This is an optimization exercise on Yosys and OpenROAD, whose aim is small area, a short achievable clock period and few clock cycles per item, not a production implementation.
RTL that was checked went through simulation tests only; none was proved equivalent to the original.

==> run a: inputs <==
==> flow/design.v (excerpt) <==
module CPU(
				clk,
			  rst_n,
		   IO_stall,
         awid_m_inf,
       awaddr_m_inf,
       awsize_m_inf,
      awburst_m_inf,
        awlen_m_inf,
      awvalid_m_inf,
      awready_m_inf,
        wdata_m_inf,
        wlast_m_inf,
       wvalid_m_inf,
       wready_m_inf,
          bid_m_inf,
        bresp_m_inf,
       bvalid_m_inf,
       bready_m_inf,
         arid_m_inf,
       araddr_m_inf,
        arlen_m_inf,
       arsize_m_inf,
      arburst_m_inf,
      arvalid_m_inf,
      arready_m_inf, 
          rid_m_inf,
        rdata_m_inf,
        rresp_m_inf,
        rlast_m_inf,
       rvalid_m_inf,
       rready_m_inf 
);
clock: 10.0 ns
lec_check: 0
cap_margin: 20
core_margin: 2
core_utilization: 55.0
setup_slack_margin: 5
slew_margin: 20
standard.sh (not shown) runs the stock make flow with config.mk's settings and CLKGATE_MAP_FILE= SYNTH_SCRIPT=/design/flow/synth_recipe.tcl, a recipe that flattens the netlist after the stock synthesis.
==> flow/flow/run.sh <==
#!/bin/bash
# Standard layout, with timing repair aiming for a larger setup margin.
set -euo pipefail
bash standard.sh SETUP_SLACK_MARGIN=5.5 finish > standard_flow.log 2>&1
==> run b (differences from run a) <==
--- a/flow/design.v
+++ b/flow/design.v
@@ -262,15 +262,15 @@
 wire [32:0] b_sel = dt_buf ? b1 : b0;
 wire [16:0] ch_a  = dt_ha ? t_sel[32:16] : {1'b0, t_sel[15:0]};
 wire [16:0] ch_b  = dt_hb ? b_sel[32:16] : {1'b0, b_sel[15:0]};
 wire dt_issue = dt_on & (dt_ph == 3'd0) & ~dt_sat;
 wire [32:0] x_new;
 bkadd33 u_minor (.a(mq), .b(~mp[32:0]), .ci(1'b1), .s(x_new));
 wire [66:0] acc_sum;
-ksadd #(67, 7) u_acc (.a(acc), .b(mp), .ci(1'b0), .s(acc_sum));
+bkadd67 u_acc (.a(acc), .b(mp), .ci(1'b0), .s(acc_sum));
 wire        sat_ok  = (&acc[66:15]) | ~(|acc[66:15]);
 wire [15:0] det_res = sat_ok ? acc[15:0] : (acc[66] ? 16'h8000 : 16'h7fff);
 reg  [10:0] dm_addr;       
 reg         d_arvalid;
 reg         la1_v;         
 reg  [10:0] la1;
 reg  [1:0]  ld_cnt;        
==> flow/flow/run.sh (replaced) <==
#!/bin/bash
# Standard layout, with timing repair aiming for a larger setup margin.
set -euo pipefail
bash standard.sh SETUP_SLACK_MARGIN=6 finish > standard_flow.log 2>&1
CORE_UTILIZATION = 62.0   (was 55.0)
CTS_CLUSTER_DIAMETER = 120   (was unset)
CTS_CLUSTER_SIZE = 24   (was unset)
PLACE_DENSITY = 0.75   (was unset)
==> summary.txt <==
Between run b and run a, the lower cell area is in run b (gap 0.43%, measured against run a). Sequential cell count is the same in run b and run a. Between run a and run b, the lower sequential share of layout area is in run a (gap 0.27 points). Of run b and run a, run a has the higher synthesized cell count (gap 3.9%, measured against run a). In run a the worst setup slack is worse than in run b, by 0.28 ns. Between run a and run b, the lower hold slack is in run a (gap 0.0062 ns). Against run a, the register-to-register slack of run b is better by 0.28 ns. Against run b, the count of clock-buffer cells in the layout of run a is higher by 53.
Testbench counts of run a, summed over its fixed seeds: cycles 38,604, instructions 12,000.
Function not checked in run b: the RTL went through the layout flow alone.


==> inputs of 06-06 <==
Another version of the RTL of CPU (not shown whole).
==> flow/config.mk <==
export PLATFORM = sky130hd
export DESIGN_NAME = CPU
export DESIGN_NICKNAME = CPU
export VERILOG_FILES = /design/flow/design.v
export SDC_FILE = /design/flow/constraint.sdc
export NUM_CORES = 8
export LEC_CHECK = 0
export CAP_MARGIN = 20
export CORE_MARGIN = 2
export CORE_UTILIZATION = 62.0
export CTS_CLUSTER_DIAMETER = 120
export CTS_CLUSTER_SIZE = 24
export PLACE_DENSITY = 0.75
export SETUP_SLACK_MARGIN = 5
export SLEW_MARGIN = 20
==> flow/constraint.sdc <==
create_clock -name core_clock -period 10.0 [get_ports {clk}]
set_input_delay 2.0000 -clock core_clock [delete_from_list [all_inputs] [get_ports {clk}]]
set_output_delay 2.0000 -clock core_clock [all_outputs]
set_load 0.01 [all_outputs]
==> flow/flow/run.sh <==
#!/bin/bash
# Standard layout, with timing repair aiming for a larger setup margin.
set -euo pipefail
bash standard.sh SETUP_SLACK_MARGIN=6 finish > standard_flow.log 2>&1
==> inputs of 11-26, as changes to 06-06 <==
--- a/flow/design.v
+++ b/flow/design.v
@@ -97,18 +97,18 @@
 wire [15:0] rb_val = rb_raw & {16{|(rb_sel & rv)}};
 reg         i_arvalid;
 reg  [6:0]  i_arlen;
 reg         i_rready;
 reg  [7:0]  f_rem;         
 reg  [7:0]  f_drop;        
 reg         f_drain;       
 reg  [10:0] f_addr;        
-reg         q0v;
-reg  [15:0] q0;
+reg         q0v, q1v;
+reg  [15:0] q0, q1;
 reg  [10:0] ipc;           
 reg         rdr;           
 reg  [10:0] rdr_tgt;
 wire [15:0] i_rdata  = rdata_m_inf[31:16];
 wire        i_beat   = rvalid_m_inf[1] & i_rready;
 wire [2:0]  op    = q0[15:13];
 wire [3:0]  f_rt  = q0[8:5];
 wire        f_fn  = q0[0];
@@ -356,117 +356,93 @@
         rc_full  <= 1'b0;
         rc_z     <= 1'b1;
     end else begin
         IO_stall <= ~ret;
         rc       <= rc_n;
         rc_full  <= (rc_n == 4'd15);
         rc_z     <= (rc_n == 4'd0);
     end
-reg  [15:0] ib0, ib1;
-reg         ib_rp;
-reg  [1:0]  ib_cnt;
 wire        rem_z   = (f_rem == 8'd0);
 wire        rem_1   = (f_rem == 8'd1);
 wire        drop_z  = (f_drop == 8'd0);
 wire        push    = i_beat & drop_z;
 wire [7:0]  rem_n   = f_rem - {7'd0, i_beat};
 wire        end_n   = rem_z | (rem_1 & i_beat);    
 wire [10:0] f_addr_1 = f_addr + 11'd1;
+wire [10:0] ipc_1   = ipc + 11'd1;
 reg  [10:0] rd_d;
-reg  [4:0]  rdr_k;
+reg         rdr_imm1;
 wire        rd_inb  = ~rem_z & ({1'b0, rd_d} < {4'd0, f_rem});
-wire        rd_jmp  = q0v & (rdr_k[4:2] == 3'd0) & (rdr_k[1:0] != 2'd0) & (rdr_k[1:0] <= ib_cnt);
+wire        rd_q1   = q1v & rdr_imm1;
 wire [10:0] tgt_d   = br_tgt - f_addr;
 always @(posedge clk) begin
     if (taken) begin
-        rd_d  <= i_beat ? tgt_d - 11'd1 : tgt_d;
-        rdr_k <= f_imm;
+        rd_d     <= i_beat ? tgt_d - 11'd1 : tgt_d;
+        rdr_imm1 <= (f_imm == 5'd1);
     end
 end
 wire        hold_ar = q0v & is_br;
-wire        q_adv   = (pop & ~rdr) | (rdr & rd_jmp);
-wire [1:0]  adv     = rdr ? rdr_k[1:0] : 2'd1;
-wire        rd_idx  = ib_rp + adv[0] - 1'b1;
-reg  [15:0] ib_rd;
-always @(*) begin
-    ib_rd = rd_idx ? ib1 : ib0;
-end
 reg  [7:0]  drop_n;
-reg  [1:0]  cnt_n;
-reg         rp_n;
-reg         q0v_n, drain_n, q0_beat, q0_ib, ib_push, new_ar;
+reg         q0v_n, q1v_n, drain_n, q0_beat, q0_q1, q1_beat, new_ar;
 reg  [10:0] sa, ipc_n;
 always @(*) begin
     drop_n  = f_drop - {7'd0, i_beat & ~drop_z};
     drain_n = f_drain;
     q0v_n   = q0v;
-    cnt_n   = ib_cnt;
-    rp_n    = ib_rp;
+    q1v_n   = q1v;
     q0_beat = 1'b0;
-    q0_ib   = 1'b0;
-    ib_push = 1'b0;
+    q0_q1   = 1'b0;
+    q1_beat = 1'b0;
     ipc_n   = ipc;
     sa      = f_drain ? rdr_tgt : (i_beat ? f_addr_1 : f_addr);
     new_ar  = end_n & ~hold_ar;
-    if (rdr & ~rd_jmp) begin
+    if (rdr & ~rd_q1) begin
         q0v_n = 1'b0;
-        cnt_n = 2'd0;
+        q1v_n = 1'b0;
         ipc_n = rdr_tgt;
         new_ar = end_n;
         if (rd_inb) begin
             if (i_beat) begin
                 if (rd_d == 11'd0) begin q0v_n = 1'b1; q0_beat = 1'b1; drop_n = 8'd0; end
                 else drop_n = {1'b0, rd_d[6:0]} - 8'd1;
             end else drop_n = {1'b0, rd_d[6:0]};
         end else begin
             drop_n  = rem_n;
             drain_n = 1'b1;
             sa      = rdr_tgt;
         end
-    end else if (q_adv) begin
-        ipc_n = ipc + {9'd0, adv};
-        if (ib_cnt >= adv) begin
-            q0_ib  = 1'b1;
-            q0v_n  = 1'b1;
-            rp_n   = ib_rp + adv[0];
-            cnt_n  = ib_cnt - adv + {1'd0, push};
-            ib_push = push;
-        end else begin                       
-            q0v_n  = push;
-            q0_beat = push;
-            cnt_n  = 2'd0;
-        end
+    end else if (pop | rdr) begin
+        ipc_n = ipc_1;
+        if (q1v) begin q0_q1 = 1'b1; q0v_n = 1'b1; q1v_n = push; q1_beat = push; end
+        else     begin q0v_n = push; q0_beat = push; q1v_n = 1'b0; end
     end else if (push) begin
         if (!q0v) begin q0_beat = 1'b1; q0v_n = 1'b1; end
-        else      begin ib_push = 1'b1; cnt_n = ib_cnt + 2'd1; end
+        else      begin q1_beat = 1'b1; q1v_n = 1'b1; end
     end
     if (new_ar) drain_n = 1'b0;
 end
 wire [6:0]  sa_len  = (sa[10:7] == 4'hf) ? ~sa[6:0] : 7'd127;
-wire        ib_wp   = ib_rp + ib_cnt[0];
 always @(posedge clk) begin
     if (q0_beat)     q0 <= i_rdata;
-    else if (q0_ib)  q0 <= ib_rd;
-    if (ib_push & ~ib_wp) ib0 <= i_rdata;
-    if (ib_push & ib_wp)  ib1 <= i_rdata;
+    else if (q0_q1)  q0 <= q1;
+    if (q1_beat)     q1 <= i_rdata;
     if (taken)       rdr_tgt <= br_tgt;
 end
 always @(posedge clk or negedge rst_n) begin
     if (!rst_n) begin
         i_arvalid <= 1'b0;
         i_arlen   <= 7'd0;
         i_rready  <= 1'b0;
         f_rem     <= 8'd0;
         f_drop    <= 8'd0;
         f_drain   <= 1'b0;
         f_addr    <= 11'd0;
         q0v       <= 1'b0;
-        ib_cnt    <= 2'd0;
-        ib_rp     <= 1'b0;
+        q1v       <= 1'b0;
         ipc       <= 11'd0;
         rdr       <= 1'b0;
     end else begin
         rdr <= taken;
         ipc <= ipc_n;
         if (i_arvalid & arready_m_inf[1]) i_arvalid <= 1'b0;
         if (new_ar) begin                   
             i_arvalid <= 1'b1;
@@ -475,35 +451,34 @@
             f_rem     <= {1'b0, sa_len} + 8'd1;
         end else begin
             if (i_beat) f_addr <= f_addr_1;
             f_rem   <= rem_n;
         end
         f_drain  <= drain_n;
         f_drop   <= drop_n;
         q0v      <= q0v_n;
-        ib_cnt   <= cnt_n;
-        ib_rp    <= rp_n;
-        i_rready <= (drop_n != 8'd0) | ~(q0v_n & (cnt_n == 2'd2));
+        q1v      <= q1v_n;
+        i_rready <= (drop_n != 8'd0) | ~(q0v_n & q1v_n);
     end
 end
 wire dt_issue_n = go_det | (dt_adv & (dt_slot != 7'd71) & ~dt_done);
 always @(posedge clk) begin
     if (dt_issue_n) begin
         ra_sel <= 16'd1 << nx_ra;
         rb_sel <= 16'd1 << nx_rb;
     end else if (q0_beat) begin
         ra_sel <= 16'd1 << i_rdata[12:9];
         rb_sel <= 16'd1 << i_rdata[8:5];
-    end else if (q0_ib) begin
-        ra_sel <= 16'd1 << ib_rd[12:9];
-        rb_sel <= 16'd1 << ib_rd[8:5];
+    end else if (q0_q1) begin
+        ra_sel <= 16'd1 << q1[12:9];
+        rb_sel <= 16'd1 << q1[8:5];
     end
     if (q0_beat)    rd_sel <= 16'd1 << i_rdata[4:1];
-    else if (q0_ib) rd_sel <= 16'd1 << ib_rd[4:1];
+    else if (q0_q1) rd_sel <= 16'd1 << q1[4:1];
 end
 wire [8:0] chb_one, chb_two, chb_neg, rbf_one, rbf_two, rbf_neg;
 booth17enc u_enc_ch (.b(ch_b), .d_one(chb_one), .d_two(chb_two), .d_neg(chb_neg));
 booth17enc u_enc_rb (.b({rb_fwd[15], rb_fwd}), .d_one(rbf_one), .d_two(rbf_two), .d_neg(rbf_neg));
 always @(posedge clk) begin
     if (dt_adv & (dt_kind == 2'd2)) begin
         ma <= ch_a;
         mb <= ch_b;
==> flow/flow/run.sh (replaced) <==
#!/bin/bash
# Standard layout, with timing repair aiming for a larger setup margin.
set -euo pipefail
bash standard.sh SETUP_SLACK_MARGIN=6.2 finish > standard_flow.log 2>&1
==> comparison <==
06-06 finished with timing, DRC and antenna clean. 11-26 produced a clean layout. Against 06-06, the sequential cell count of 11-26 is lower by 22. Core utilization: 06-06 is lower than 11-26 (0.73 points). Of 06-06 and 11-26, 11-26 has the higher worst hold slack (gap 0.0022 ns). Between 11-26 and 06-06, the lower non-clock buffer count is in 06-06 (gap 38). Synthesized cell count: 11-26 is lower than 06-06 (about 3%). Against 11-26, the fmax of 06-06 is smaller by 1.3%. Between 11-26 and 06-06, the lower die area is in 11-26 (gap 2.6%, measured against 06-06). Via count: 06-06 is higher than 11-26 (1.6%).
==> figures <==
quantity                                                                             06-06                    11-26
Average wire per standard cell                                                     28.1 um                  28.2 um
Pin count of the biggest net entering global routing                                    81                       85
FFs & Latches                                                                         1068                     1046
Buffer share of cell area                                                            6.28%                    6.56%
Post-placement cell count                                                             7334                     7059
Die outline height                                                                  322 um                   318 um
Worst max-slew margin expressed relative to the limit                                17.1%                    23.3%
Gp weighted congestion                                                               0.997                    0.996
Min Hold Slack                                                                    0.334 ns                 0.336 ns
Detailed Route WL                                                                   214 mm                   209 mm
Routed via count divided by cell count                                                6.81                     6.90
Average instance area after synthesis                                             10.3 um2                 10.3 um2
Inverters                                                                              381                      383
Tapcells inserted                                                                     1357                     1287
Status                                                             complete, no violations  complete, no violations
Number of antenna violations at the first check in global routing                        7                        6
Final std cells w/o fill                                                              7627                     7411
DR pass1 iterations                                                                      9                        8
Number of vias after detailed routing                                                52000                    51200
Testbench counts of 11-26, summed over its fixed seeds: cycles 38,604, instructions 12,000.
Only the layout flow was run in 06-06; the RTL was not checked for function there.

port drivers added, routing unchanged:
The flow's constraints put no driver on any port. The routed layouts listed below were extracted and timed again, unchanged, in two steps.
Step 1 (the two cells are an assumption about what drives the block):
set clk [get_ports {clk}]
set_driving_cell -lib_cell sky130_fd_sc_hd__clkbuf_16 $clk
set_driving_cell -lib_cell sky130_fd_sc_hd__buf_2 [delete_from_list [all_inputs] $clk]
Step 2 times the ports against the registers' clock, not the clock port: input delays grow and output delays shrink by t, the midpoint of the rising clock arrivals with the driver on.
Three values: ideal ports, drivers, drivers and shift; two values: the first two.
| run | t, ns | setup slack, ns | hold slack, ns | worst setup path after step 2 | cell pins on the clock port's net |
|---|---|---|---|---|---|
| run a | 0.790 | 5.468 / 5.468 / 4.784 | 0.328 / 0.328 / 0.328 | input to register | 1 |
| run b | 0.756 | 5.751 / 5.751 / 5.319 | 0.334 / 0.334 / 0.334 | input to register | 1 |
| 06-06 | 0.776 | 5.902 / 5.902 / 5.328 | 0.334 / 0.334 / 0.334 | input to register | 1 |
| 11-26 | 0.788 | 5.955 / 5.955 / 5.483 | 0.336 / 0.336 / 0.336 | input to register | 1 |
After both steps setup and hold are still met in every run listed. The setup slack of run a, which loses most, moves by 0.000 ns with the drivers and by -0.684 ns with both steps.
